Context: an optimization exercise on an open-source flow, tuned for small area. The choices shown serve that exercise and are no tape-out recipe.
Function was checked by simulation only, so behaviour that the tests miss may differ from the original.
Power figures rest on the tool's default switching activity, not on a simulated workload.

==> job 8393: inputs <==
// copter_soc
module copter_soc (
    input  wire       clk,
    input  wire       rstn,          
    input  wire       spi_sck,
    input  wire       spi_mosi,
    input  wire       spi_cs,        
    output wire       spi_miso,
    input  wire [5:0] pwm_in,
    output wire [6:0] led,
    output wire       busy
);
function [15:0] inc16(input [15:0] x);
    integer i;
    reg c;
    begin
        c = 1'b1;
        for (i = 0; i < 16; i = i + 1) begin
            inc16[i] = x[i] ^ c;
            c = c & x[i];
        end
    end
endfunction
function [15:0] dec16(input [15:0] x);
    integer i;
    reg b;
    begin
        b = 1'b1;
        for (i = 0; i < 16; i = i + 1) begin
            dec16[i] = x[i] ^ b;
            b = b & ~x[i];
        end
    end
endfunction
reg        sck_q, sck_old_q, mosi_q, ss_q;
reg  [7:0] sh;           
reg        rx_valid;     
reg  [2:0] bit_ct;
reg  [7:0] rx_byte;
reg        miso_q;
wire [7:0] fifo_q;
wire sck_rise = ~ss_q & ~sck_old_q & sck_q;
wire sck_fall = ~ss_q & sck_old_q & ~sck_q;
wire rx_done  = sck_rise & (&bit_ct);
always @(posedge clk) begin
    sck_q     <= spi_sck;
    sck_old_q <= sck_q;
    mosi_q    <= spi_mosi;
    ss_q      <= spi_cs;
    if (ss_q | rx_done)
        sh <= fifo_q;
    else if (sck_rise)
        sh <= {sh[6:0], mosi_q};
    if (rx_done)
        rx_byte <= {sh[6:0], mosi_q};
    if (!rstn) begin
        rx_valid <= 1'b0;
        bit_ct   <= 3'd0;
        miso_q   <= 1'b1;
    end else begin
        rx_valid <= rx_done;
        if (ss_q)
            bit_ct <= 3'd0;
        else if (sck_rise)
            bit_ct <= inc16({13'd0, bit_ct});
        if (ss_q | sck_fall)
            miso_q <= sh[7];
    end
end
assign spi_miso = miso_q;
  ...
export LEC_CHECK = 0
export CAP_MARGIN = 20
export CORE_MARGIN = 2
export CORE_UTILIZATION = 75
export CTS_BUF_LIST = sky130_fd_sc_hd__clkbuf_4 sky130_fd_sc_hd__clkbuf_8
export CTS_CLUSTER_DIAMETER = 40
export CTS_CLUSTER_SIZE = 16
export SLEW_MARGIN = 20
create_clock -name core_clock -period 8.0 [get_ports {clk}]
run.sh (not shown) runs the stock make flow with config.mk's settings and CLKGATE_MAP_FILE= SYNTH_SCRIPT=/design/flow/synth_recipe.tcl, a recipe that flattens the netlist after the stock synthesis.
==> job 5706: changes against job 8393 <==
--- a/flow/design.v
+++ b/flow/design.v
@@ -11,42 +11,32 @@
 reg [18:0] ctr;        
 reg [11:0] val;
 reg        f15, f14;
 wire [14:0] cnt  = ctr[18:4];
 wire        tick = &ctr[3:0];
 wire        at_on_max  = cnt[11] & cnt[9] & cnt[5] & cnt[3];              
 wire        at_off_max = cnt[14] & cnt[11] & cnt[10] & cnt[9] & cnt[5];   
 wire        stop = on ? (~sig | (tick & at_on_max)) : (~sig & tick & at_off_max);
-reg [18:0] ctr_inc;
-reg        c;
-integer    i;
-always @* begin
-    c = 1'b1;
-    for (i = 0; i < 19; i = i + 1) begin
-        ctr_inc[i] = ctr[i] ^ c;
-        c = c & ctr[i];
-    end
-end
 assign value = {f15, f14, 2'b00, val};
 always @(posedge clk) begin
     if (!rstn) begin
         sig <= 1'b0;
         on  <= 1'b0;
         fin <= 1'b0;
         ctr <= 19'd0;
         val <= 12'd0;
         f15 <= 1'b1;
         f14 <= 1'b1;
     end else begin
         sig <= pwm;
         if (fin | (~on & sig))
             ctr <= 19'd0;
         else
-            ctr <= ctr_inc;
+            ctr <= ctr + 1'b1;
         if (fin) begin
             fin <= 1'b0;
         end else if (stop) begin
             fin <= 1'b1;
             on  <= 1'b0;
             val <= cnt[11:0];
             f15 <= ~on | sig;
             f14 <= ~on;
@@ -64,38 +54,16 @@
     input  wire       spi_sck,
     input  wire       spi_mosi,
     input  wire       spi_cs,        
     output wire       spi_miso,
     input  wire [5:0] pwm_in,
     output wire [6:0] led,
     output wire       busy
 );
-function [15:0] inc16(input [15:0] x);
-    integer i;
-    reg c;
-    begin
-        c = 1'b1;
-        for (i = 0; i < 16; i = i + 1) begin
-            inc16[i] = x[i] ^ c;
-            c = c & x[i];
-        end
-    end
-endfunction
-function [15:0] dec16(input [15:0] x);
-    integer i;
-    reg b;
-    begin
-        b = 1'b1;
-        for (i = 0; i < 16; i = i + 1) begin
-            dec16[i] = x[i] ^ b;
-            b = b & ~x[i];
-        end
-    end
-endfunction
 reg        sck_q, sck_old_q, mosi_q, ss_q;
 reg  [7:0] sh;           
 reg        rx_valid;     
 reg  [2:0] bit_ct;
 reg  [7:0] rx_byte;
 reg        miso_q;
 wire [7:0] fifo_q;
 wire sck_rise = ~ss_q & ~sck_old_q & sck_q;
@@ -116,17 +84,17 @@
         rx_valid <= 1'b0;
         bit_ct   <= 3'd0;
         miso_q   <= 1'b1;
     end else begin
         rx_valid <= rx_done;
         if (ss_q)
             bit_ct <= 3'd0;
         else if (sck_rise)
-            bit_ct <= inc16({13'd0, bit_ct});
+            bit_ct <= bit_ct + 1'b1;
         if (ss_q | sck_fall)
             miso_q <= sh[7];
     end
 end
 assign spi_miso = miso_q;
 reg rd_fifo, rd_pend;
 reg fifo_empty;
 always @(posedge clk) begin
@@ -146,64 +114,61 @@
 end
 reg  [7:0] mem [0:15];
 reg  [3:0] rp, wp;
 reg        fifo_full;
 reg  [7:0] fifo_dout;
 reg        ov;           
 reg  [7:0] od;
 wire       fifo_wr = ov & ~fifo_full;
-wire [15:0] wp_inc16 = inc16({12'd0, wp});
-wire [15:0] rp_inc16 = inc16({12'd0, rp});
-wire [3:0] wp_inc = wp_inc16[3:0];
-wire [3:0] rp_inc = rp_inc16[3:0];
 assign fifo_q = fifo_dout;
 always @(posedge clk) begin
     if (fifo_wr)
         mem[wp] <= od;
     if (!rstn) begin
         rp         <= 4'd0;
         wp         <= 4'd0;
         fifo_full  <= 1'b0;
         fifo_empty <= 1'b1;
         fifo_dout  <= 8'd0;
     end else begin
         if (fifo_wr)
-            wp <= wp_inc;
+            wp <= wp + 1'b1;
         if (rd_fifo) begin
-            rp        <= rp_inc;
+            rp        <= rp + 1'b1;
             fifo_dout <= mem[rp];
         end
         if (rd_fifo)
             fifo_full <= 1'b0;
         else if (fifo_wr)
-            fifo_full <= wp_inc == rp;
+            fifo_full <= (wp + 1'b1) == rp;
         if (rd_fifo & ~ov)
-            fifo_empty <= rp_inc == wp;
+            fifo_empty <= (rp + 1'b1) == wp;
         else if (fifo_wr)
             fifo_empty <= 1'b0;
     end
 end
 localparam [2:0] S_IDLE = 3'd0,
                  S_HR   = 3'd1,    
                  S_HW   = 3'd2,    
                  S_R1   = 3'd3,    
                  S_R2   = 3'd4,    
                  S_W1   = 3'd5,    
                  S_W2   = 3'd6;    
 localparam [1:0] H_ZERO = 2'd0,    
                  H_ONES = 2'd1,    
-                 H_FAR  = 2'd2;    
+                 H_FFFE = 2'd2,    
+                 H_FAR  = 2'd3;    
 reg  [2:0]  st;
 reg  [15:0] ptr;         
 reg  [2:0]  cnt;         
 reg  [1:0]  hc;          
 reg  [5:0]  u6;          
 reg  [7:0]  alo;         
-reg  [13:0] sd;
+reg  [31:0] data;
 reg         tready;      
 reg         ack;         
 reg         oready;         
 reg         tv;          
 reg  [7:0]  td;
 reg  [31:0] led_r;
 reg  [2:0]  os_r;        
 wire [15:0] pv0, pv1, pv2, pv3, pv4, pv5;
@@ -227,46 +192,32 @@
         6'd1: os_new = 3'd1;
         6'd2: os_new = 3'd2;
         6'd3: os_new = 3'd3;
         6'd4: os_new = 3'd5;
         6'd5: os_new = 3'd6;
         default: os_new = os_r;
     endcase
 end
-reg [15:0] pwm_sel;
+reg [31:0] pwm_word;
 always @* begin
-    case (alo[2:0])
-        3'd0:    pwm_sel = pv0;
-        3'd1:    pwm_sel = pv1;
-        3'd2:    pwm_sel = pv2;
-        3'd3:    pwm_sel = pv3;
-        3'd4:    pwm_sel = pv4;
-        default: pwm_sel = pv5;
+    case (alo[5:0])
+        6'd0: pwm_word = {16'h0, pv0};
+        6'd1: pwm_word = {16'h0, pv1};
+        6'd2: pwm_word = {16'h0, pv2};
+        6'd3: pwm_word = {16'h0, pv3};
+        6'd4: pwm_word = {16'h0, pv4};
+        6'd5: pwm_word = {16'h0, pv5};
+        default: pwm_word = 32'hFFFF_FFFF;
     endcase
 end
-wire pwm_none = (alo[5:0] > 6'd5);    
-wire [1:0] lane = cnt[1:0];
-reg  [7:0] rd_byte;
-always @* begin
-    rd_byte = 8'h00;
-    if (sel_led)
-        rd_byte = led_r[8*lane +: 8];
-    else if (sel_pwm) begin
-        if (pwm_none)
-            rd_byte = 8'hFF;
-        else if (lane == 2'd0)
-            rd_byte = sd[7:0];
-        else if (lane == 2'd1)
-            rd_byte = {sd[13:12], 2'b00, sd[11:8]};
-    end else if (sel_os) begin
-        if (lane == 2'd0)
-            rd_byte = {3'd0, os_r == 3'd3, 1'b0, os_r};
-    end
-end
+wire [31:0] rd_val = sel_led ? led_r :
+                     sel_pwm ? pwm_word :
+                     sel_os  ? {27'd0, os_new == 3'd3, 1'b0, os_new} :
+                               32'd0;
 reg        tv_int;
 reg  [7:0] td_int;
 always @* begin
     tv_int = 1'b0;
     td_int = 8'h00;
     case (st)
         S_IDLE: if (in_v & (in_d == 8'hA1)) begin
                     tv_int = 1'b1;
@@ -276,34 +227,30 @@
                     td_int = 8'hA4;
                 end
         S_HR, S_HW: if (in_v) begin
                     tv_int = 1'b1;
                     td_int = in_d;
                 end
         S_R2: if (oready) begin
                     tv_int = 1'b1;
-                    td_int = rd_byte;
+                    td_int = data[8*cnt[1:0] +: 8];
                 end
         default: ;
     endcase
 end
-wire [15:0] cnt_inc16 = inc16({13'd0, cnt});
-wire [15:0] cnt_dec16 = dec16({13'd0, cnt});
-wire [2:0] cnt_inc = cnt_inc16[2:0];
-wire [2:0] cnt_dec = cnt_dec16[2:0];
 wire early = out_rdy | (~tv & (~ov | ~tv_int));
-wire [15:0] a_inc16 = inc16({2'd0, u6, alo});
-wire [13:0] a_inc = a_inc16[13:0];
+wire [13:0] a_inc = {u6, alo} + 1'b1;
 wire        a_cy  = &{u6, alo};
 reg  [1:0]  hc_inc;
 always @* begin
     case (hc)
         H_ZERO:  hc_inc = H_FAR;
         H_ONES:  hc_inc = H_ZERO;
+        H_FFFE:  hc_inc = H_ONES;
         default: hc_inc = H_FAR;
     endcase
 end
 always @(posedge clk) begin
     if (!rstn) begin
         st     <= S_IDLE;
         tready <= 1'b0;
         ack    <= 1'b0;
@@ -357,56 +304,55 @@
         endcase
     end
 end
 always @(posedge clk) begin
     case (st)
         S_IDLE: if (in_v & ((in_d == 8'hA1) | (in_d == 8'hA2)))
             cnt <= 3'd5;
         S_HR, S_HW: if (in_v) begin
-            cnt <= cnt_dec;
+            cnt <= cnt - 1'b1;
             case (cnt)
                 3'd5: hc <= (in_d == 8'h00) ? H_ZERO : (in_d == 8'hFF) ? H_ONES : H_FAR;
                 3'd4: hc <= (hc == H_ZERO && in_d == 8'h00) ? H_ZERO :
-                            (hc == H_ONES && in_d == 8'hFF) ? H_ONES : H_FAR;
+                            (hc == H_ONES && in_d == 8'hFF) ? H_ONES :
+                            (hc == H_ONES && in_d == 8'hFE) ? H_FFFE : H_FAR;
                 3'd3: {u6, alo[7:6]} <= in_d;
                 3'd2: {alo[5:0], ptr[1:0]} <= in_d;
                 3'd1: ptr[15:8] <= in_d;
                 default: begin
                     ptr[7:0] <= in_d;
-                    cnt <= {1'b0, ptr[1:0]};
-                    sd  <= 14'd0;
+                    cnt  <= {1'b0, ptr[1:0]};
+                    data <= 32'd0;
                 end
             endcase
         end
-        S_R1: if (~ack)
-            sd <= {pwm_sel[15:14], pwm_sel[11:0]};
-        S_R2: if (oready) begin
-            cnt <= cnt_inc;
-            ptr <= dec16(ptr);
-            if (cnt[1:0] == 2'd3) begin
-                cnt <= 3'd0;
+        S_R1: begin
+            if (~ack)
+                data <= rd_val;
+            if (bus_done) begin
                 {u6, alo} <= a_inc;
                 if (a_cy) hc <= hc_inc;
             end
         end
+        S_R2: if (oready) begin
+            cnt <= cnt + 1'b1;
+            ptr <= ptr - 1'b1;
+            if (cnt[1:0] == 2'd3)
+                cnt <= 3'd0;
+        end
         S_W1: if (in_v) begin
-            case (lane)
-                2'd0: sd[7:0] <= in_d;
-                2'd1: sd[8]   <= 1'b1;
-                2'd2: sd[9]   <= 1'b1;
-                default: sd[10] <= 1'b1;
-            endcase
-            cnt <= cnt_inc;
-            ptr <= dec16(ptr);
+            data[8*cnt[1:0] +: 8] <= in_d;
+            cnt <= cnt + 1'b1;
+            ptr <= ptr - 1'b1;
             if ((cnt[1:0] == 2'd3) | (ptr == 16'd1))
                 cnt <= 3'd0;
         end
         S_W2: if (bus_done) begin
-            sd <= 14'd0;
+            data <= 32'd0;
             {u6, alo} <= a_inc;
             if (a_cy) hc <= hc_inc;
         end
         default: ;
     endcase
 end
 always @(posedge clk) begin
     if (!rstn) begin
@@ -434,33 +380,21 @@
         od <= td;
     end
 end
 always @(posedge clk) begin
     if (!rstn) begin
         led_r <= 32'd0;
         os_r  <= 3'd0;
     end else begin
-        if ((st == S_W1) & in_v & sel_led & (lane != 2'd0)) begin
-            case (alo[1:0])
-                2'b01:   led_r[8*lane +: 8] <= led_r[8*lane +: 8] ^ in_d;
-                2'b10:   led_r[8*lane +: 8] <= led_r[8*lane +: 8] & ~in_d;
-                default: led_r[8*lane +: 8] <= in_d;
-            endcase
-        end
         if (first & sel_led & we) begin
             case (alo[1:0])
-                2'b01:   led_r[7:0] <= led_r[7:0] ^ sd[7:0];
-                2'b10:   led_r[7:0] <= led_r[7:0] & ~sd[7:0];
-                default: begin
-                    led_r[7:0] <= sd[7:0];
-                    if (~sd[8])  led_r[15:8]  <= 8'd0;
-                    if (~sd[9])  led_r[23:16] <= 8'd0;
-                    if (~sd[10]) led_r[31:24] <= 8'd0;
-                end
+                2'b01:   led_r <= led_r ^ data;
+                2'b10:   led_r <= led_r & ~data;
+                default: led_r <= data;
             endcase
         end
         if (first & sel_os & ~we)
             os_r <= os_new;
     end
 end
 assign led  = led_r[6:0];
 assign busy = (st != S_IDLE);
Settings changed: ABC_AREA set to 1, CORE_UTILIZATION 75 to 70, CTS_BUF_LIST sky130_fd_sc_hd__clkbuf_4 sky130_fd_sc_hd__clkbuf_8 to not set, CTS_CLUSTER_DIAMETER 40 to not set, CTS_CLUSTER_SIZE 16 to not set.
==> summary of the runs <==
- Against job 5706, the synthesized cell count of job 8393 is smaller by about 36%.
- Against job 8393, the fmax of job 5706 is higher by about 14%.
- Job 5706 passed the timing, design-rule and antenna checks. Job 8393 produced a clean layout.
- Between job 8393 and job 5706, the lower global-route usage is in job 8393 (gap 0.13 points).
- Of job 5706 and job 8393, job 5706 has the higher register-to-register slack (gap 0.69 ns).
- Against job 5706, the via count of job 8393 is smaller by 27%.
- Of job 8393 and job 5706, job 5706 has the higher clock power (gap 27%, measured against job 5706).

[re-timing with driven ports]
The flow's constraints put no driver on any port. The routed layouts listed below were extracted and timed again, unchanged, in two steps. Step 1 assumes that a clkbuf_16 drives the clock port and a buf_2 every other input. Step 2, shift: input delay + t, output delay - t, t = (earliest + latest rising clock arrival at the registers) / 2. This alone moves slack from input paths to output paths. a / b / c = ideal ports / drivers / drivers and shift; a / b = the first two.
run | t (ns) | setup WS [ns] | latest minus earliest clock arrival (ns)
job 8393 | 0.653 | 3.803 / 3.803 / 3.803 | 0.044 / 0.043
job 5706 | 0.649 | 4.319 / 4.266 / 4.489 | 0.023 / 0.024
After both steps setup and hold are still met in every run listed.
